This is an optimization exercise on Yosys and OpenROAD, whose aim is small area, not a production implementation. Only simulation tests tie the RTL to the original design; equivalence was not proved.

==> flow/design.v (outline; a module is shown in full before it is edited, if it fits) <==
// module fma_fa: 4 lines
// module fma_bpp: 3 lines
// module fma_pipeline: 1698 lines
module fma_pipeline #(
    parameter FP = 32,
    parameter FPexp = 8,
    parameter FPfrac = 23
    )(
    input   wire                    clk,
    input   wire                    rst_n,
    input   wire                    valid_in,
    input   wire    [FP - 1 : 0]    A_in,
    input   wire    [FP - 1 : 0]    B_in,
    input   wire    [FP - 1 : 0]    C_in,
    output  wire                    valid_out,
    output  wire    [FP - 1 : 0]    F_out
    );
  // ...
==> flow/flow/run.sh <==
#!/bin/bash
# Own layout flow: the standard flow, except that the final technology
# mapping in synthesis uses an area-oriented ABC script (area.abc) with a delay
# target. Everything else (synthesis passes, register names, floorplan, power
# grid, placement, CTS, routing) is the standard flow.
set -uo pipefail
HERE=$(pwd)
FLOWDIR=$HERE/flow
ABC_D=$(cat $FLOWDIR/abc_delay_ps)
sed -e "s/{D}/$ABC_D/g" $FLOWDIR/area.abc > $HERE/area_d.abc

# synthesis script: the standard flow's, with yosys' abc command wrapped to use our script
cat > $HERE/my_synth.tcl <<EOT
proc abc {args} {
  set out {}
  set i 0
  while {\$i < [llength \$args]} {
    set a [lindex \$args \$i]
    if {\$a eq "-script"} {
      incr i
      lappend out -script $HERE/area_d.abc
    } elseif {\$a eq "-D"} {
      incr i
      lappend out -D $ABC_D
    } else {
      lappend out \$a
    }
    incr i
  }
  if {[lsearch -exact \$out -D] < 0} { lappend out -D $ABC_D }
  yosys abc {*}\$out
}
source $HERE/synth_recipe.tcl
EOT

sed -e "s#SYNTH_SCRIPT=[^ ]*#SYNTH_SCRIPT=$HERE/my_synth.tcl#" standard.sh > $HERE/my_standard.sh
bash $HERE/my_standard.sh synth > $HERE/synth.log 2>&1 || { echo "synthesis failed"; tail -20 $HERE/synth.log; exit 1; }
bash standard.sh > $HERE/layout.log 2>&1 || { echo "layout failed"; tail -20 $HERE/layout.log; exit 1; }
==> flow/flow/abc_delay_ps <==
7000
==> flow/flow/area.abc <==
strash
dch
map -D {D}
topo
buffer -c
upsize -c -D {D}
dnsize -c -D {D}
==> flow/standard.sh <==
#!/bin/bash
# synth_recipe.tcl (not shown) runs the flow's synth.tcl, then flattens the netlist and writes it again
# the make line also repeats each setting of config.mk as NAME=value (left out here)
make -C /OpenROAD-flow-scripts/flow DESIGN_CONFIG=/design/flow/config.mk WORK_HOME=/design/flow/orfs CLKGATE_MAP_FILE= SYNTH_SCRIPT=/design/flow/synth_recipe.tcl "${@:-finish}"
==> flow/config.mk <==
export PLATFORM = sky130hd
export DESIGN_NAME = fma_pipeline
export DESIGN_NICKNAME = fma_pipeline
export VERILOG_FILES = /design/flow/design.v
export SDC_FILE = /design/flow/constraint.sdc
export NUM_CORES = 4
export LEC_CHECK = 0
export CAP_MARGIN = 20
export CORE_MARGIN = 2
export CORE_UTILIZATION = 40
export SLEW_MARGIN = 20
export SYNTH_HIERARCHICAL = 1
==> flow/constraint.sdc <==
create_clock -name core_clock -period 10.5 [get_ports {clk}]
set_input_delay 2.1000 -clock core_clock [delete_from_list [all_inputs] [get_ports {clk}]]
set_output_delay 2.1000 -clock core_clock [all_outputs]
set_load 0.01 [all_outputs]
==> flow_summary.yaml, run 1 <==
timing:
  rsz_0062_raised_after_global_routing: "no"
  final_critical_path_setup_slack_ns: 0.819
  slew_violations: 0
  transition_time_at_the_pin_with_the_least_slew_margin_ns: 0.986
  min_period_over_period_pct: 92.2
drt:
  routed.top_layer: "met4"
worst_setup_path:
  cp.buffers_inverters: 6
  setup.worst_path.end_class: "register"
  r2r_setup_slack_ns: 1.03
cells_and_area:
  layout.clock.cell_area_share_pct: 2.41
  instances_no_fill: 4591
  count_of_clock_buffers_in_the_final_design: 28
  seqAreaFraction_pct: 13.8
  non_clock_buffers_area_share_pct: 7.72
min_path:
  worst_hold_startpoint: "o4[24]"
floorplan:
  start_util_pct: 40.2
  nWellTaps: 882
clocking:
  cts_resized: 0
global_route:
  grt_antenna_before_repair: 1
  met2_usage_pct: 42.3
outcome:
  outcome: "finished clean"
placed_design:
  buffer_ports.inserted: 131
synth:
  netlist_instances: 3511
==> run 2: changes to the inputs <==
==> flow/flow/area.abc (replaced) <==
strash
dch
amap
topo
==> flow_summary.yaml, run 2 <==
synth:
  synth_compound_area_share_pct: 36.2
  synthTopCellsByArea: "fa_1 (20%), dfxtp_1 (17%), a21oi_1 (10%), nor2_1 (8.6%), ha_1 (8.4%)"
  most_common_flop_cell_mapped_by_yosys: "dfxtp_1"
  synth_area_sq_um: 26200
  netlist_instances: 3327
  netlist.top_cell.by_area: "fa_1"
  postSynthNetCount: 3869
  post-synth-top-count-cell: "nor2_1"
  basic_gate_share_of_the_synthesized_area_counting_and_or_nand_and_nor_cells_pct: 14.0
  synth_top_cell_area_share_pct: 20.4
  synth-edff-count: 0
  dominant_combinational_cell_family_by_area_after_synthesis: "compound AO/OA/AOI/OAI gates"
  synth.area.mux_share_pct: 0
  synth_common_cells: "nor2_1 (597), a21oi_1 (531), clkinv_1 (295)"
  synth-async-reset-ratio_pct: 0
  ys_ff_latch: 217
  seq_area_frac_synth_pct: 16.6
  synth.lib_cells_used.distinct: 44
  synthesis.yosys.warnings: 7
  synth-xor-area-share_pct: 0.100
  syn_avg_cell_area_sq_um: 7.86
  synth_adder_area_share_pct: 28.9
worst_setup_path:
  cp.buffers_inverters: 4
  cp.required_ns: 10.93
  setup.worst_path.end: "e1[9]"
  arrival_ns: 10.47
  critical_path.reg2reg.startpoint: "e1[0]"
  r2r_setup_slack_ns: 0.62
  timing.critical_path.from_type: "primary input"
  cpMaxStageDelayCell: "clkdlybuf4s50_1"
  r2r_end: "acc_f[4]"
  path_class: "primary input to register"
  crit_path_frequent_cell: "fa_1"
  setup.worst_path.end_class: "register"
  timing.critical_path.from: "B_in[20]"
  cp.depth: 35
  crit_path_leading_delay_family: "adder cells"
  crit_path_max_fanout: 4
  cpPeakStageDelay_ns: 0.60
  reg2reg_depth: 47
cells_and_area:
  design.final.nets: 4334
  area_delta_synth_final_pct: 23.8
  instances_no_fill: 4662
  utilization_pct: 50.2
  layout.cells.most_common: "nor2_1"
  fillCellCount: 6396
  largest_registers: "acc_f (47), p1 (47)"
  multi_input_area_sq_um: 21400
  area.sequential_sq_um: 4350
  layout_common_cells: "nor2_1 (589), a21oi_1 (508), buf_4 (300)"
  antenna_cells_inserted: 0
  final_layout_size_suffix_gt1_share_pct: 12.9
global_route:
  globalRoute.totalOverflow: 0
  number_of_global_route_vias_before_repair: 25700
  grt_antenna_before_repair: 4
  pin_count_of_the_biggest_net_entering_global_routing: 76
  grt_pass1_wl_um: 150000
  track_usage_pct: 28.2
drt:
  num_vias: 27300
  drt-total-wl_um: 97100
  drtAntennaViolNets: 0
  post_drt_via_cell_ratio: 5.87
  dr.first_iter.drc_count: 2665
  detail_route.first_pass.iterations: 8
  drc: 0
  routed_wire_length_per_instance_um: 20.8
timing:
  setup_violations: 0
  transition_time_at_the_pin_with_the_least_slew_margin_ns: 1.11
  tns_ns: 0
  fmax_mhz: 99.6
  min_period_over_period_pct: 95.6
  slew-limit-headroom_pct: 25.6
  slew_violations: 0
  final.setup_skew_ns: 0.0122
  timing.final.hold_violations: 0
  finalCriticalPeriod_ns: 10.04
floorplan:
  die_width_um: 260
  io_pins: 132
  design.die.area_sq_um: 67500
  placeableCoreArea_sq_um: 64600
  start_util_pct: 40.5
  fp-row-count: 93
  die_h_um: 260
placed_design:
  routabilityCongestion: 0.966
  buffer_ports.inserted: 131
  place_hpwl_um: 76900
  dpl.cell_count: 4613
clocking:
  cts_tree: "built"
  cts.sinks: 217
  cts.clk_slew.worst_paths_ns: 0.07
  cts_made_buffers: 21
  clock_network_latency_to_the_later_pin_of_the_worst_skew_pair_ns: 0.52
  clockRootBuffer: "clkbuf_16"
  ctsLongestPathBuffers: 3
  hold_fix_buffer_count_after_cts: 0
  cts_max_level: 1
min_path:
  min_path_type: "register to register"
outcome:
  outcome: "finished clean"
run:
  max_cap_check_violation_count: 0
## run 2: cell count changes in the layout (fill, tap and decap cells not counted), moves of 140 or more
| cell | delta |
|---|---|
| nor2_1 | +319 |
| o22a_1 | +159 |
| clkinv_1 | +278 |
| xor2_1 | -412 |
| nand2_1 | -346 |
| a21oi_1 | +294 |
| buf_4 | +166 |
| o21ai_0 | -140 |
| inv_1 | -383 |
## run 2: stage by stage
step                setup slack, ns  hold WS [ns]  cell area (sq um)
floorplan                     -6.40         0.310              26600
global placement             -0.207         0.310              31400
detailed placement           -0.368         0.312              31400
CTS                          0.0911         0.327              32100
global route                -0.0679         0.330              32400
finish                        0.462         0.325              32400
## run 2: area by class of cell
type                       instances  share of cell area [%]
timing repair buffer             441                    11.4
inverter                         295                    3.57
tap                              855                    3.30
clock inverter                    13                   0.417
sequential                       217                    13.4
multi-input combinational       2816                    66.1
clock buffer                      25                    1.76
## run 2: cells by family after synthesis
logic type,count (synthesis)
AND/OR/NAND/NOR,901
buffers and inverters,295
XOR/XNOR,3
AO/OA/AOI/OAI,1468
adder cells (fa/ha/maj),443
flip-flops,217
## run 2: how the worst min path moves through the flow
stage | depth (start not counted) | end | startpoint
4_1_cts | 0 | o5[31] | o4[31]
3_5_place_dp | 0 | o5[10] | o4[10]
5_1_grt | 0 | o5[6] | o4[6]
3_3_place_gp | 0 | o4[11] | o3[11]
2_1_floorplan | 0 | o4[0] | o3[0]
6_report | 0 | o5[17] | o4[17]
## run 2: per-module statistics from Yosys, one instance, submodules excluded
| module | copies in the design | area (sq um) |
|---|---|---|
| fma_bpp | 276 | 16.3 |
| fma_fa | 264 | 20.0 |
| fma_pipeline | 1 | 16400 |
## run 2: per-layer routing
metal	wire [um]	track usage, %	vias up
li1	-	-	13400
met1	42300	38.3	12600
met2	43800	46.1	1142
met3	7120	3.80	175
met4	3910	9.69	0
met5	0	0	-
## run 2: what timing repair did
| item | CTS | global route |
|---|---|---|
| endpoints found under the setup margin | 0 | 96 |
| resized for setup | 0 | 63 |
| setup buffers | 0 | 9 |
==> run 3: changes to the inputs <==
==> flow/flow/area.abc (replaced) <==
strash
dch
map -a
topo
dnsize -c -D {D}
==> flow_summary.yaml, run 3 <==
drt:
  post_drt_via_cell_ratio: 5.59
  drtAntennaViolNets: 0
  dr.first_iter.drc_count: 2473
  drt-total-wl_um: 92000
  drc: 0
  detail_route.first_pass.iterations: 6
  routed_wire_length_per_instance_um: 19.9
  num_vias: 25900
global_route:
  grt_pass1_wl_um: 144000
  track_usage_pct: 26.0
  grt_antenna_before_repair: 0
  globalRoute.totalOverflow: 0
  pin_count_of_the_biggest_net_entering_global_routing: 151
  number_of_global_route_vias_before_repair: 25000
floorplan:
  die_h_um: 264
  io_pins: 132
  die_width_um: 264
  start_util_pct: 40.4
  design.die.area_sq_um: 69800
  placeableCoreArea_sq_um: 67000
  fp-row-count: 95
placed_design:
  buffer_ports.inserted: 131
  pre_cts_ws_ns: 0.248
  routabilityCongestion: 0.954
  place_hpwl_um: 72000
synth:
  synth_area_sq_um: 27100
  postSynthNetCount: 3939
  netlist.top_cell.by_area: "fa_1"
  synth_common_cells: "nand2_1 (524), xor2_1 (415), clkinv_1 (388)"
  post-synth-top-count-cell: "nand2_1"
  synthesis.yosys.warnings: 7
  synth.lib_cells_used.distinct: 40
  synth_top_cell_area_share_pct: 19.7
  synthTopCellsByArea: "fa_1 (20%), dfxtp_1 (16%), xor2_1 (13%), ha_1 (8.1%), a22oi_1 (7.8%)"
  synth-async-reset-ratio_pct: 0
  seq_area_frac_synth_pct: 16.0
  most_common_flop_cell_mapped_by_yosys: "dfxtp_1"
  synth-edff-count: 0
  syn_avg_cell_area_sq_um: 7.97
  netlist_instances: 3397
  ys_ff_latch: 217
clocking:
  cts.clk_slew.worst_paths_ns: 0.07
  cts.sinks: 217
  cts_max_level: 1
  cts_made_buffers: 22
  ctsLongestPathBuffers: 3
  clock_network_latency_to_the_later_pin_of_the_worst_skew_pair_ns: 0.54
  cts_tree: "built"
  post-cts-setup-buffer-count: 0
  clockRootBuffer: "clkbuf_16"
timing:
  slew-limit-headroom_pct: 35.8
  final_critical_path_setup_slack_ns: 0.758
  timing.final.hold_violations: 0
  finalHoldWorstSlack_ns: 0.306
  transition_time_at_the_pin_with_the_least_slew_margin_ns: 0.960
  finalCriticalPeriod_ns: 9.74
  slew_violations: 0
  setup_violations: 0
  fmax_mhz: 103
  min_period_over_period_pct: 92.8
  final.setup_skew_ns: 0.0354
  rsz_0062_raised_after_global_routing: "no"
cells_and_area:
  antenna_cells_inserted: 0
  design.final.nets: 4283
  fillCellCount: 6673
  layout.cells.most_common: "nand2_1"
  final_layout_size_suffix_gt1_share_pct: 7.32
  layout_common_cells: "nand2_1 (522), xor2_1 (415), clkinv_1 (379)"
  largest_registers: "acc_f (47), p1 (47)"
  area_delta_synth_final_pct: 17.9
worst_setup_path:
  cpPeakStageDelay_ns: 0.64
  timing.critical_path.from_type: "primary input"
  crit_path_frequent_cell: "fa_1"
  crit_path_max_fanout: 80
  arrival_ns: 10.20
  crit_path_leading_delay_family: "adder cells"
  path_class: "primary input to register"
  cpMaxStageDelayCell: "or4_1"
  cp.buffers_inverters: 6
  setup.worst_path.end_class: "register"
  cp.required_ns: 10.96
outcome:
  outcome: "finished clean"
min_path:
  min_path_type: "register to register"
run:
  max_cap_check_violation_count: 0
## run 3: cell count changes after synthesis, sizes merged, moves of 26 or more
cell | before | now
xor2 | 3 | 415
a21oi | 531 | 214
nand3 | 13 | 43
o21ai | 139 | 275
clkinv | 295 | 388
o22a | 159 | 0
xnor2 | 0 | 26
o22ai | 140 | 52
nand2 | 178 | 524
nor2 | 597 | 272
## run 3: logic make-up (layout without fill, tap and decap cells)
| logic type | Yosys count | in the layout | share of synthesized area (%) |
|---|---|---|---|
| AOI/OAI and AO/OA | 959 | 959 | 21.9 |
| and+or+nand+nor | 928 | 928 | 13.7 |
| adders and majority gates | 443 | 443 | 27.9 |
| xor gates and xnor gates | 441 | 441 | 14.3 |
| buffers and inverters | 388 | 747 | 5.38 |
| DFF | 217 | 217 | 16.0 |
| muxes | 21 | 21 | 0.776 |
## run 3: metrics by stage
step                      TNS (ns)  instances  util [%]  cell area [sq um]
after floorplan            -149.28       3397         -              27200
after global placement           0       4589      46.4              31100
after detailed placement         0       4589      46.4              31100
after CTS                        0       4628      47.6              31900
after global routing             0       4629      47.6              31900
final                            0       4629      47.6              31900
## run 3: cell type report
cell class	instances	area [sq um]	share of cell area, %
inverters	388	1470	4.62
multi-input cells	2792	21400	67.1
repair buffers	320	2810	8.80
flip-flops and latches	217	4350	13.6
clock inverters	10	148	0.463
well taps	873	1090	3.42
clock buffers	29	617	1.93
## run 3: worst paths after layout
kind / startpoint / slack (ns) / end / cells past startpoint
setup / recovery: B_in[30] / 0.76 / p1[6] / 31
hold / removal: o4[31] / 0.31 / o5[31] / 0
setup reg to reg: e1[2] / 1.12 / acc_f[5] / 55
hold reg to reg: o4[31] / 0.31 / o5[31] / 0
## run 3: routing by layer
| metal | vias to the layer above | wire length [um] | global-route usage (%) |
|---|---|---|---|
| met4 | 0 | 2950 | 7.89 |
| met1 | 12200 | 41100 | 36.4 |
| met3 | 168 | 7370 | 4.07 |
| li1 | 12400 | - | - |
| met2 | 1085 | 40500 | 41.0 |
| met5 | - | 0 | 0 |
## run 3: modules after synthesis, one instance, submodules excluded
module | cells inside | cell area [sq um]
fma_pipeline | 2581 | 17300
fma_fa | 1 | 20.0
fma_bpp | 2 | 16.3
## run 3: timing repair
action | 4_1_cts | 5_1_grt
setup endpoints to repair | 0 | 1
hold buffers | 0 | 0
gates resized for setup | 0 | 2
==> run 4: changes to the inputs <==
--- a/flow/flow/run.sh
+++ b/flow/flow/run.sh
@@ -35,4 +35,5 @@
 
 sed -e "s#SYNTH_SCRIPT=[^ ]*#SYNTH_SCRIPT=$HERE/my_synth.tcl#" standard.sh > $HERE/my_standard.sh
 bash $HERE/my_standard.sh synth > $HERE/synth.log 2>&1 || { echo "synthesis failed"; tail -20 $HERE/synth.log; exit 1; }
+export BUFFER_PORTS_ARGS="-buffer_cell sky130_fd_sc_hd__buf_1"
 bash standard.sh > $HERE/layout.log 2>&1 || { echo "layout failed"; tail -20 $HERE/layout.log; exit 1; }
==> flow/flow/area.abc (replaced) <==
strash
dch
map -D {D}
topo
buffer -c
upsize -c -D {D}
dnsize -c -D {D}
--- a/flow/config.mk
+++ b/flow/config.mk
@@ -8,5 +8,6 @@
 export CAP_MARGIN = 20
 export CORE_MARGIN = 2
 export CORE_UTILIZATION = 40
+export CTS_BUF_LIST = sky130_fd_sc_hd__clkbuf_8
 export SLEW_MARGIN = 20
 export SYNTH_HIERARCHICAL = 1
==> flow_summary.yaml, run 4 <==
cells_and_area:
  layout.cells.most_common: "nand2_1"
  design.final.nets: 4239
  final_layout_size_suffix_gt1_share_pct: 5.76
  area_delta_synth_final_pct: 10.5
  instances_no_fill: 4602
  layout_common_cells: "nand2_1 (523), xor2_1 (415), inv_1 (390)"
  largest_registers: "acc_f (47), p1 (47)"
drt:
  drtAntennaViolNets: 0
  drt-total-wl_um: 93900
  num_vias: 25600
  post_drt_via_cell_ratio: 5.57
  detail_route.first_pass.iterations: 6
  dr.first_iter.drc_count: 2613
  drc: 0
  routed_wire_length_per_instance_um: 20.4
min_path:
  min_path_type: "register to register"
  hold-path-endpoint: "o5[28]"
  worst_hold_startpoint: "o4[28]"
  worstHoldPathCells: 0
global_route:
  grt_pass1_wl_um: 145000
  grt_antenna_before_repair: 2
  number_of_global_route_vias_before_repair: 25100
  globalRoute.totalOverflow: 0
  track_usage_pct: 26.1
  pin_count_of_the_biggest_net_entering_global_routing: 76
worst_setup_path:
  cpMaxStageDelayCell: "o21ai_4"
  critical_path.reg2reg.startpoint: "e1[0]"
  cpPeakStageDelay_ns: 0.53
  cp.required_ns: 10.96
  timing.critical_path.from_type: "register"
  r2r_end: "acc_e[8]"
  arrival_ns: 10.14
  crit_path_frequent_cell: "o21ai_0"
  r2r_setup_slack_ns: 0.82
  setup.worst_path.end_class: "register"
  crit_path_max_fanout: 75
  reg2reg_depth: 46
  path_class: "register to register"
synth:
  netlist_instances: 3511
  synth_area_sq_um: 27500
  ys_ff_latch: 217
  seq_area_frac_synth_pct: 15.8
  syn_avg_cell_area_sq_um: 7.83
  synth-edff-count: 0
  synth.lib_cells_used.distinct: 46
  synthTopCellsByArea: "fa_1 (19%), dfxtp_1 (16%), xor2_1 (13%), ha_1 (8.0%), a22oi_1 (7.6%)"
  most_common_flop_cell_mapped_by_yosys: "dfxtp_1"
  synth_common_cells: "nand2_1 (524), xor2_1 (415), inv_1 (384)"
  synth_top_cell_area_share_pct: 19.4
  synthesis.yosys.warnings: 7
  netlist.top_cell.by_area: "fa_1"
  postSynthNetCount: 4053
  post-synth-top-count-cell: "nand2_1"
  synth-async-reset-ratio_pct: 0
timing:
  slew_violations: 0
  final.setup_skew_ns: 0.0314
  finalCriticalPeriod_ns: 9.68
  fmax_mhz: 103
  final_critical_path_setup_slack_ns: 0.818
  timing.final.hold_violations: 0
  rsz_0062_raised_after_global_routing: "no"
  tns_ns: 0
  min_period_over_period_pct: 92.2
  finalHoldWorstSlack_ns: 0.323
  transition_time_at_the_pin_with_the_least_slew_margin_ns: 1.11
  setup_violations: 0
  slew-limit-headroom_pct: 25.9
outcome:
  outcome: "finished clean"
placed_design:
  dpl.cell_count: 4543
  routabilityCongestion: 1.00
  place_hpwl_um: 73800
  pre_cts_ws_ns: 0.680
  buffer_ports.inserted: 131
clocking:
  post-cts-setup-buffer-count: 0
  cts_made_buffers: 34
  cts.sinks: 217
  clockRootBuffer: "clkbuf_8"
  cts_max_level: 2
  cts_resized: 0
  ctsLongestPathBuffers: 3
  hold_fix_buffer_count_after_cts: 0
  cts.clk_slew.worst_paths_ns: 0.06
  cts_tree: "built"
  clock_network_latency_to_the_later_pin_of_the_worst_skew_pair_ns: 0.56
run:
  max_cap_check_violation_count: 0
floorplan:
  design.die.area_sq_um: 70900
  die_h_um: 266
  io_pins: 132
  placeableCoreArea_sq_um: 68300
  start_util_pct: 40.2
  fp-row-count: 96
  die_width_um: 266
## run 4: cell types whose count changed in the layout (fill, tap and decap cells not counted), moves of 5 or more
cell / before / now
buf_1: 0 / 120
buf_12: 7 / 2
buf_2: 6 / 0
buf_4: 180 / 131
clkbuf_16: 23 / 0
clkbuf_2: 0 / 11
clkbuf_8: 4 / 42
clkdlybuf4s50_1: 125 / 0
clkinv_1: 379 / 2
inv_1: 0 / 390
o21ai_0: 260 / 268
o21ai_1: 9 / 4
## run 4: cell families (layout without fill, tap and decap cells)
group                    after synthesis  after routing  share of synthesized area (%)
flip-flops                           217            217                           15.8
AND/OR/NAND/NOR                      928            928                           13.5
buffers and inverters                502            709                           6.86
other                                  0              2                              0
adder cells (fa/ha/maj)              443            443                           27.4
AO/OA/AOI/OAI                        959            959                           21.6
XOR/XNOR                             441            441                           14.0
multiplexers                          21             21                          0.764
## run 4: worst max-delay path: cells and delay by family, from the launching register on
| family | cells | cell delay, ns |
|---|---|---|
| buffers and inverters | 10 | 1.39 |
| AND/OR/NAND/NOR | 15 | 2.42 |
| adder cells (fa/ha/maj) | 3 | 0.96 |
| XOR/XNOR | 1 | 0.12 |
| flip-flops | 1 | 0.35 |
| AO/OA/AOI/OAI | 17 | 4.28 |
## run 4: area by class of cell
| type | count | area (sq um) |
|---|---|---|
| Tap cell | 882 | 1100 |
| Fill cell | 7010 | 38000 |
| Multi-Input combinational cell | 2792 | 21300 |
| Sequential cell | 217 | 4340 |
| Antenna cell | 2 | 5.00 |
| Clock buffer | 42 | 578 |
| Clock inverter | 15 | 71.3 |
| Inverter | 388 | 1460 |
| Timing Repair Buffer | 264 | 1530 |
## run 4: worst max path at each step
| stage | from | to | slack, ns |
|---|---|---|---|
| 2_1_floorplan | B_in[30] | p1[16] | 0.90 |
| 3_3_place_gp | B_in[30] | p1[42] | 0.71 |
| 3_5_place_dp | B_in[30] | p1[38] | 0.68 |
| 4_1_cts | e1[0] | acc_e[8] | 0.95 |
| 5_1_grt | e1[0] | acc_e[8] | 0.03 |
| 6_report | e1[0] | acc_e[8] | 0.82 |
## run 4: per-stage QoR
stage               cell area (sq um)  utilization [%]
finish                          30400             44.5
floorplan                       27500                -
global route                    30400             44.5
CTS                             30400             44.5
global placement                29700             43.5
detailed placement              29700             43.5
## run 4: per-layer routing
layer,global-route usage [%],part of all wire [%],vias to the layer above,wire length (um)
met4,7.67,2.9,0,2760
met2,44.0,47,1115,44100
met5,0,0,-,0
met1,34.4,42,12100,39400
li1,-,-,12300,-
met3,4.24,8.1,146,7650
## run 4: modules after synthesis (local to each module, per instance)
module | area [sq um] | copies in the design
fma_pipeline | 17700 | 1
fma_fa | 20.0 | 264
fma_bpp | 16.3 | 276
==> run 5: changes to the inputs <==
--- a/flow/config.mk
+++ b/flow/config.mk
@@ -8,6 +8,5 @@
 export CAP_MARGIN = 20
 export CORE_MARGIN = 2
 export CORE_UTILIZATION = 40
-export CTS_BUF_LIST = sky130_fd_sc_hd__clkbuf_8
 export SLEW_MARGIN = 20
 export SYNTH_HIERARCHICAL = 1
==> flow_summary.yaml, run 5 <==
worst_setup_path:
  cpMaxStageDelayCell: "o21ai_4"
  setup.worst_path.end_class: "register"
  timing.critical_path.from_type: "register"
  cpPeakStageDelay_ns: 0.51
  crit_path_max_fanout: 75
  path_class: "register to register"
  arrival_ns: 10.11
  crit_path_frequent_cell: "o21ai_0"
  cp.required_ns: 10.93
clocking:
  cts_resized: 0
  cts.clk_slew.worst_paths_ns: 0.06
  cts_made_buffers: 21
  clock_network_latency_to_the_later_pin_of_the_worst_skew_pair_ns: 0.53
  cts.sinks: 217
  clockRootBuffer: "clkbuf_16"
  cts_tree: "built"
  ctsLongestPathBuffers: 3
  hold_fix_buffer_count_after_cts: 0
  post-cts-setup-buffer-count: 0
  cts_max_level: 1
min_path:
  min_path_type: "register to register"
synth:
  ys_ff_latch: 217
  netlist_instances: 3511
  synth-edff-count: 0
  synth-async-reset-ratio_pct: 0
  syn_avg_cell_area_sq_um: 7.83
  synth_top_cell_area_share_pct: 19.4
  post-synth-top-count-cell: "nand2_1"
  synthTopCellsByArea: "fa_1 (19%), dfxtp_1 (16%), xor2_1 (13%), ha_1 (8.0%), a22oi_1 (7.6%)"
  seq_area_frac_synth_pct: 15.8
  synth_common_cells: "nand2_1 (524), xor2_1 (415), inv_1 (384)"
  most_common_flop_cell_mapped_by_yosys: "dfxtp_1"
  synthesis.yosys.warnings: 7
  postSynthNetCount: 4053
  netlist.top_cell.by_area: "fa_1"
  synth_area_sq_um: 27500
  synth.lib_cells_used.distinct: 46
cells_and_area:
  instances_no_fill: 4582
  layout_common_cells: "nand2_1 (523), xor2_1 (415), inv_1 (383)"
  largest_registers: "acc_f (47), p1 (47)"
  area_delta_synth_final_pct: 10.6
  multi_input_area_sq_um: 21300
  fillCellCount: 6987
  area.sequential_sq_um: 4340
  design.final.nets: 4226
  final_layout_size_suffix_gt1_share_pct: 5.27
  layout.cells.most_common: "nand2_1"
timing:
  rsz_0062_raised_after_global_routing: "no"
  finalCriticalPeriod_ns: 9.68
  slew-limit-headroom_pct: 25.1
  transition_time_at_the_pin_with_the_least_slew_margin_ns: 1.12
  slew_violations: 0
  setup_violations: 0
  tns_ns: 0
  fmax_mhz: 103
  timing.final.hold_violations: 0
  min_period_over_period_pct: 92.2
  final.setup_skew_ns: 0.0219
drt:
  met2_wirelength_um: 43700
  routed_wire_length_per_instance_um: 20.4
  met3RoutedLength_um: 7970
  drt-total-wl_um: 93500
  drc: 0
  detail_route.first_pass.iterations: 8
  num_vias: 25600
  detail_route.wirelength.met1_um: 38900
  dr.first_iter.drc_count: 2671
  post_drt_via_cell_ratio: 5.59
  routed.top_layer: "met4"
  drtAntennaViolNets: 0
global_route:
  globalRoute.totalOverflow: 0
  pin_count_of_the_biggest_net_entering_global_routing: 76
  grt_pass1_wl_um: 144000
  number_of_global_route_vias_before_repair: 25000
  grt_antenna_before_repair: 1
  track_usage_pct: 26.0
outcome:
  outcome: "finished clean"
placed_design:
  routabilityCongestion: 1.00
  place_hpwl_um: 73800
  buffer_ports.inserted: 131
  dpl.cell_count: 4543
run:
  max_cap_check_violation_count: 0
floorplan:
  die_width_um: 266
  die_h_um: 266
  io_pins: 132
  fp-row-count: 96
  start_util_pct: 40.2
  design.die.area_sq_um: 70900
  placeableCoreArea_sq_um: 68300
## run 5: cell counts after synthesis
No cell type changed its count.
## run 5: metrics by stage
| step | worst slack (ns) | utilization [%] | instance area (sq um) | hold WS [ns] |
|---|---|---|---|---|
| 3_5_place_dp | 0.680 | 43.5 | 29700 | 0.312 |
| 6_report | 0.816 | 44.5 | 30400 | 0.322 |
| 4_1_cts | 0.971 | 44.5 | 30400 | 0.324 |
| 3_3_place_gp | 0.711 | 43.5 | 29700 | 0.310 |
| 2_1_floorplan | 0.901 | - | 27500 | 0.310 |
| 5_1_grt | 0.0327 | 44.5 | 30400 | 0.326 |
## run 5: path summary, 6_finish.rpt
check,start,end,slack [ns],cells after the start
worst max-delay path,e1[0],acc_e[8],0.82,46
worst min-delay path,o4[29],o5[29],0.32,0
worst max register to register,e1[0],acc_e[8],0.82,46
worst min register to register,o4[29],o5[29],0.32,0
## run 5: worst max-delay path: cells and delay by family, from the launching register on
family	cells	cell delay, ns
buf+inv	10	1.40
flops	1	0.35
simple gates	15	2.44
xor+xnor	1	0.12
compound gates	17	4.27
fa+ha+maj	3	0.96
## run 5: cell type report
type,count,area share (%)
repair buffers,264,5.03
flip-flops and latches,217,14.3
multi-input cells,2792,70.1
diodes,2,0.0165
well taps,882,3.63
inverters,388,4.79
clock buffers,30,1.94
clock inverters,7,0.239
## run 5: Yosys stat by module, one instance, submodules excluded
| module | area (sq um) | times used |
|---|---|---|
| fma_pipeline | 17700 | 1 |
| fma_bpp | 16.3 | 276 |
| fma_fa | 20.0 | 264 |
## run 5: kinds of logic after synthesis
kind of cell / after synthesis / synth area share, %
flops: 217 / 15.8
xor+xnor: 441 / 14.0
simple gates: 928 / 13.5
mux: 21 / 0.764
fa+ha+maj: 443 / 27.4
compound gates: 959 / 21.6
buf+inv: 502 / 6.86
## run 5: per-layer routing
metal,GRT usage [%],vias up
met5,0,-
met4,8.15,0
met3,4.22,159
met2,43.6,1131
met1,34.2,12100
li1,-,12200
==> run 6: changes to the inputs <==
--- a/flow/config.mk
+++ b/flow/config.mk
@@ -7,6 +7,7 @@
 export LEC_CHECK = 0
 export CAP_MARGIN = 20
 export CORE_MARGIN = 2
-export CORE_UTILIZATION = 40
+export CORE_UTILIZATION = 60
+export PLACE_DENSITY = 0.72
 export SLEW_MARGIN = 20
 export SYNTH_HIERARCHICAL = 1
==> flow_summary.yaml, run 6 <==
clocking:
  hold_fix_buffer_count_after_cts: 0
  cts_tree: "built"
  cts.sinks: 217
  cts_made_buffers: 19
  cts_max_level: 1
  ctsLongestPathBuffers: 3
  clockRootBuffer: "clkbuf_16"
  clock_network_latency_to_the_later_pin_of_the_worst_skew_pair_ns: 0.53
  cts.clk_slew.worst_paths_ns: 0.08
synth:
  postSynthNetCount: 4053
  synth-xor-area-share_pct: 14.0
  synth_area_sq_um: 27500
  synth-edff-count: 0
  synth-async-reset-ratio_pct: 0
  synthesis.yosys.warnings: 7
  dominant_combinational_cell_family_by_area_after_synthesis: "adder cells"
  synth_compound_area_share_pct: 21.6
  most_common_flop_cell_mapped_by_yosys: "dfxtp_1"
  syn_avg_cell_area_sq_um: 7.83
  ys_ff_latch: 217
  seq_area_frac_synth_pct: 15.8
  basic_gate_share_of_the_synthesized_area_counting_and_or_nand_and_nor_cells_pct: 13.5
  synthTopCellsByArea: "fa_1 (19%), dfxtp_1 (16%), xor2_1 (13%), ha_1 (8.0%), a22oi_1 (7.6%)"
  synth.area.mux_share_pct: 0.764
  netlist_instances: 3511
  synth_common_cells: "nand2_1 (524), xor2_1 (415), inv_1 (384)"
  synth_top_cell_area_share_pct: 19.4
  synth.lib_cells_used.distinct: 46
  synth_adder_area_share_pct: 27.4
  netlist.top_cell.by_area: "fa_1"
  post-synth-top-count-cell: "nand2_1"
floorplan:
  fp-row-count: 78
  io_pins: 132
  design.die.area_sq_um: 47600
  die_width_um: 218
  die_h_um: 218
  placeableCoreArea_sq_um: 45300
  start_util_pct: 60.7
min_path:
  min_path_type: "register to register"
  worst_hold_startpoint: "o3[25]"
  worstHoldPathCells: 0
  hold-path-endpoint: "o4[25]"
drt:
  routed_wire_length_per_instance_um: 21.7
  drtAntennaViolNets: 0
  drc: 0
  dr.first_iter.drc_count: 2988
  detail_route.first_pass.iterations: 6
  drt-total-wl_um: 93000
  post_drt_via_cell_ratio: 6.24
  num_vias: 26700
timing:
  slew_violations: 0
  final.setup_skew_ns: 0.0323
  slew-limit-headroom_pct: 26.5
  rsz_0062_raised_after_global_routing: "no"
  setup_violations: 0
  finalCriticalPeriod_ns: 9.98
  transition_time_at_the_pin_with_the_least_slew_margin_ns: 1.10
  final_critical_path_setup_slack_ns: 0.520
  timing.final.hold_violations: 0
  fmax_mhz: 100
  min_period_over_period_pct: 95.0
cells_and_area:
  largest_registers: "acc_f (47), p1 (47)"
  layout_common_cells: "nand2_1 (523), xor2_1 (415), inv_1 (382)"
  final_layout_size_suffix_gt1_share_pct: 4.95
  design.final.nets: 4205
  area_delta_synth_final_pct: 8.90
  instances_no_fill: 4279
  final_cell_area_sq_um: 30000
  layout.cells.most_common: "nand2_1"
worst_setup_path:
  r2r_setup_slack_ns: 0.85
  reg2reg_depth: 51
  arrival_ns: 10.36
  r2r_end: "acc_f[42]"
  path_class: "primary input to register"
  setup.worst_path.end_class: "register"
  timing.critical_path.from: "B_in[30]"
  timing.critical_path.from_type: "primary input"
  cp.required_ns: 10.88
  critical_path.reg2reg.startpoint: "e1[0]"
  cpPeakStageDelay_ns: 0.63
  crit_path_max_fanout: 21
  cpMaxStageDelayCell: "or4_1"
placed_design:
  placed_instance_area_sq_um: 29200
  pre_cts_ws_ns: -0.0389
  dpl.cell_count: 4236
  buffer_ports.inserted: 131
  routabilityCongestion: 1.05
  place_hpwl_um: 71800
global_route:
  pin_count_of_the_biggest_net_entering_global_routing: 57
  grt_antenna_before_repair: 3
  number_of_global_route_vias_before_repair: 26600
  globalRoute.totalOverflow: 0
  grt_pass1_wl_um: 145000
  track_usage_pct: 38.8
outcome:
  outcome: "finished clean"
run:
  max_cap_check_violation_count: 0
==> run 6: cell counts after synthesis <==
No cell type changed its count.
==> run 6: how the worst max path moves through the flow <==
| stage | cells after the start | end | slack (ns) |
|---|---|---|---|
| 6_report | 33 | e1[4] | 0.52 |
| 5_1_grt | 39 | e1[8] | 0.03 |
| 4_1_cts | 31 | e1[4] | 0.48 |
| 3_5_place_dp | 31 | e1[4] | -0.04 |
| 3_3_place_gp | 31 | e1[5] | 0.12 |
| 2_1_floorplan | 29 | p1[16] | 0.90 |
==> run 6: per-module statistics from Yosys (local to each module, per instance) <==
module	area, sq um	copies in the design
fma_bpp	16.3	276
fma_fa	20.0	264
fma_pipeline	17700	1
==> run 6: worst max-delay path: cells and delay by family <==
| family | cells | cell delay (ns) |
|---|---|---|
| buf+inv | 6 | 0.89 |
| compound gates | 5 | 1.07 |
| fa+ha+maj | 6 | 2.69 |
| simple gates | 15 | 3.35 |
| xor+xnor | 1 | 0.22 |
==> run 6: logic make-up (layout without fill, tap and decap cells) <==
kind of cell / Yosys count / after routing
AOI/OAI and AO/OA: 959 / 959
and+or+nand+nor: 928 / 928
buffers and inverters: 502 / 667
adders and majority gates: 443 / 443
xor gates and xnor gates: 441 / 441
DFF: 217 / 217
muxes: 21 / 21
other: 0 / 3
==> run 6: area by class of cell <==
cell class | instances | area [sq um]
inverter | 388 | 1460
tap | 600 | 751
timing repair inverter | 1 | 7.51
sequential | 217 | 4340
timing repair buffer | 244 | 1390
clock inverter | 8 | 108
multi-input combinational | 2792 | 21300
antenna | 3 | 7.51
fill | 4064 | 15300
clock buffer | 26 | 562
==> run 6: per-stage QoR <==
stage	util (%)	TNS (ns)	hold WS, ns
after floorplan	-	0	0.310
after global placement	64.5	0	0.310
after detailed placement	64.5	-0.0449	0.312
after CTS	66.0	0	0.320
after global routing	66.1	0	0.326
final	66.1	0	0.316
==> run 6: per-layer routing <==
layer / track usage (%) / vias to the layer above / wire length [um]
met4: 22.5 / 0 / 5790
met5: 0 / - / 0
met3: 6.43 / 333 / 9450
met2: 62.6 / 1665 / 42300
li1: - / 12200 / -
met1: 49.4 / 12500 / 35500
==> run 6: what timing repair did <==
| action | 4_1_cts | 5_1_grt |
|---|---|---|
| setup endpoints to repair | 0 | 55 |
| gates resized for setup | 0 | 7 |
| setup buffers | 0 | 5 |

-- static timing again, ports no longer ideal --
No port has a modelled driver above. Below, the same layouts with a new extraction and two added sets of constraints. Step 1 assumes that a clkbuf_16 drives the clock port and a buf_2 every other input. Step 2, shift: input delay + t, output delay - t, t = (earliest + latest rising clock arrival at the registers) / 2. This alone moves slack from input paths to output paths. Slacks: ideal / step 1 / step 2; pairs: ideal / step 1.
run | shift t [ns] | setup WS [ns] | worst register clock-pin slew, ns
run 1 | 0.579 | 0.819 / 0.849 / 0.270 | 0.07 / 0.07
run 2 | 0.568 | 0.462 / 0.489 / -0.079 | 0.07 / 0.07
run 3 | 0.582 | 0.758 / 0.792 / 0.210 | 0.07 / 0.07
run 4 | 0.597 | 0.818 / 0.818 / 0.582 | 0.08 / 0.08
run 5 | 0.572 | 0.816 / 0.816 / 0.575 | 0.07 / 0.07
run 6 | 0.564 | 0.520 / 0.550 / -0.014 | 0.08 / 0.08
Met with ideal ports but missed after step 2: setup timing in run 2 and run 6. The setup slack of run 1, which loses most, moves by +0.030 ns with the drivers and by -0.549 ns with both steps.
